From an optimization exercise on the open Yosys and OpenROAD flow, aimed at small area and a short achievable clock period; shortcuts taken in it are not production practice. In this exercise RTL edits were held to simulation tests only and were not proved equivalent to the original.

==> inputs of wip/garnet <==
// weighted_mean
module weighted_mean #(
    parameter N_INPUT = 4,
    parameter SIZE = 32
) (
    input clk, reset, enable, reset_s,
    input [N_INPUT*SIZE-1:0] in,
    input [N_INPUT*SIZE-1:0] weight,
    output [31:0] mean
);
clock: 92.0 ns
lec_check: 0
abc_area: 1
cap_margin: 20
core_margin: 2
core_utilization: 70
place_density: 0.8
slew_margin: 20
standard.sh (not shown) runs the stock make flow with config.mk's settings and CLKGATE_MAP_FILE= SYNTH_SCRIPT=/design/flow/synth_recipe.tcl, a recipe that flattens the netlist after the stock synthesis.
==> flow/flow/run.sh <==
#!/bin/bash
# Standard ORFS layout with two changes:
#  1. after the standard synthesis, inverters between full-adder cells are pushed
#     through the (self-dual) adders and mostly removed (flow/fapol.py);
#  2. repair_timing is asked to leave extra setup slack (SETUP_SLACK_MARGIN), so the
#     resizer keeps working on the paths that set the achieved period.
set -euo pipefail
R=orfs/results/sky130hd/weighted_mean/base
bash standard.sh synth > make_synth.log 2>&1
cp $R/1_2_yosys.v $R/1_2_yosys_std.v
python3 flow/fapol.py $R/1_2_yosys_std.v $R/1_2_yosys.v > fapol.log 2>&1 || cp $R/1_2_yosys_std.v $R/1_2_yosys.v
touch $R/1_2_yosys.v
bash standard.sh finish SETUP_SLACK_MARGIN=50 > make.log 2>&1
Other scripts of this flow, unchanged in this note and not shown: flow/flow/fapol.py
==> wip/yarrow (differences from wip/garnet) <==
--- a/flow/flow/run.sh
+++ b/flow/flow/run.sh
@@ -10,4 +10,4 @@
 cp $R/1_2_yosys.v $R/1_2_yosys_std.v
 python3 flow/fapol.py $R/1_2_yosys_std.v $R/1_2_yosys.v > fapol.log 2>&1 || cp $R/1_2_yosys_std.v $R/1_2_yosys.v
 touch $R/1_2_yosys.v
-bash standard.sh finish SETUP_SLACK_MARGIN=50 > make.log 2>&1
+bash standard.sh finish SETUP_SLACK_MARGIN=46 > make.log 2>&1
Settings changed: CORE_UTILIZATION 70 to 50, PLACE_DENSITY 0.8 to 0.62.
==> wip/fjord (differences from wip/garnet) <==
==> flow/flow/run.sh (replaced) <==
#!/bin/bash
# Standard ORFS layout with three changes:
#  1. after the standard synthesis, inverters between full-adder cells are pushed
#     through the (self-dual) adders and mostly removed (flow/fapol.py);
#  2. repair_timing is asked to leave extra setup slack (SETUP_SLACK_MARGIN), so the
#     resizer keeps working on the paths that set the achieved period;
#  3. the input and output ports are buffered with buf_2 cells instead of the
#     default delay buffer.
set -euo pipefail
export BUFFER_PORTS_ARGS="-buffer_cell sky130_fd_sc_hd__buf_2"
R=orfs/results/sky130hd/weighted_mean/base
bash standard.sh synth > make_synth.log 2>&1
cp $R/1_2_yosys.v $R/1_2_yosys_std.v
python3 flow/fapol.py $R/1_2_yosys_std.v $R/1_2_yosys.v > fapol.log 2>&1 || cp $R/1_2_yosys_std.v $R/1_2_yosys.v
touch $R/1_2_yosys.v
bash standard.sh finish SETUP_SLACK_MARGIN=44 > make.log 2>&1
Settings changed: CORE_UTILIZATION 70 to 50, PLACE_DENSITY 0.8 to 0.62.
==> comparison <==
wip/yarrow finished clean. wip/garnet never finished: it broke off in global routing (5_1_grt). wip/fjord produced a clean layout. In die area, wip/yarrow and wip/fjord do not differ. Against wip/yarrow, the first-iteration DRC count of wip/fjord is lower by about 6%. In wip/fjord the non-clock buffer count is lower than in wip/yarrow, by 145. Between wip/fjord and wip/yarrow, the lower hold slack is in wip/yarrow (gap 0.0073 ns). Against wip/fjord, the worst setup slack of wip/yarrow is better by 1.1 ns. Of wip/yarrow and wip/fjord, wip/fjord has the higher count of clock-buffer cells in the layout (gap 1). Sequential cell count is the same in wip/yarrow and wip/fjord. Cell area: wip/fjord is smaller than wip/yarrow (4.4%). Sequential share of layout area: wip/fjord is higher than wip/yarrow (0.11 points).
==> figures <==
metric                                                        wip/garnet                wip/fjord               wip/yarrow
Critical hold path startpoint                                          -                    reset                    reset
Commonest non-fill, non-tap cell in the layout                         -                  nand2_1                    inv_1
Post-route ant nets                                                    -                        0                        0
DRT iter0 DRCs                                                         -                     9507                    10100
M1 wire length                                                         -                   138 mm                   138 mm
Final core utilization                                                 -                    55.8%                    58.3%
Outcome                                                   did not finish  timing/DRC/antenna clean  timing/DRC/antenna clean
Last stage reached                              global routing (5_1_grt)                        -                        -
Initial core utilization                                           70.4%                    50.4%                    50.4%
Layout cells sized above 1                                             -                    13.3%                    14.9%
Worst Tran Pin Value                                                   -                  1.38 ns                  1.25 ns
Hold path cells                                                        -                        2                        2
Post-CTS Repair Setup Buffers                                       1053                       64                      164
Endpoint of the worst setup timing path                                -                  mean[0]                  mean[0]
Class of the most critical setup path                                  -  flip-flop to output pin  flip-flop to output pin
Critical Path Sink Type                                                -               output pin               output pin
Filler Cell Count                                                      -                    15900                    15400
CP Launch Type                                                         -                flip-flop                flip-flop
Tmin final                                                             -                 46.33 ns                 45.27 ns

separate check: timing with driven ports:
The results above use ideal ports. As a check the final layouts listed here were re-extracted and re-timed, cells and wires unchanged. Step 1, drivers: a clkbuf_16 drives clk and a buf_2 each remaining input, both assumed. Step 2 adds t to the input delays and takes it off the output delays; t is the mean of the earliest and latest rising clock arrival at the registers after step 1. Input paths then give back, and output paths get back, about the clock's delay inside the block. a / b / c = no drivers / after step 1 / after step 2; a / b = the first two.
| run | t (ns) | setup WS [ns] | clock arrival spread, ns | slew at the worst register clock pin (ns) |
|---|---|---|---|---|
| wip/yarrow | 0.538 | 46.729 / 46.660 / 46.619 | 0.018 / 0.017 | 0.07 / 0.07 |
| wip/fjord | 0.544 | 45.672 / 45.598 / 45.401 | 0.022 / 0.022 | 0.08 / 0.08 |
After both steps every run listed still meets setup and hold. For wip/fjord, which loses most, drivers alone change the setup slack by -0.074 ns; drivers and shift together by -0.271 ns.
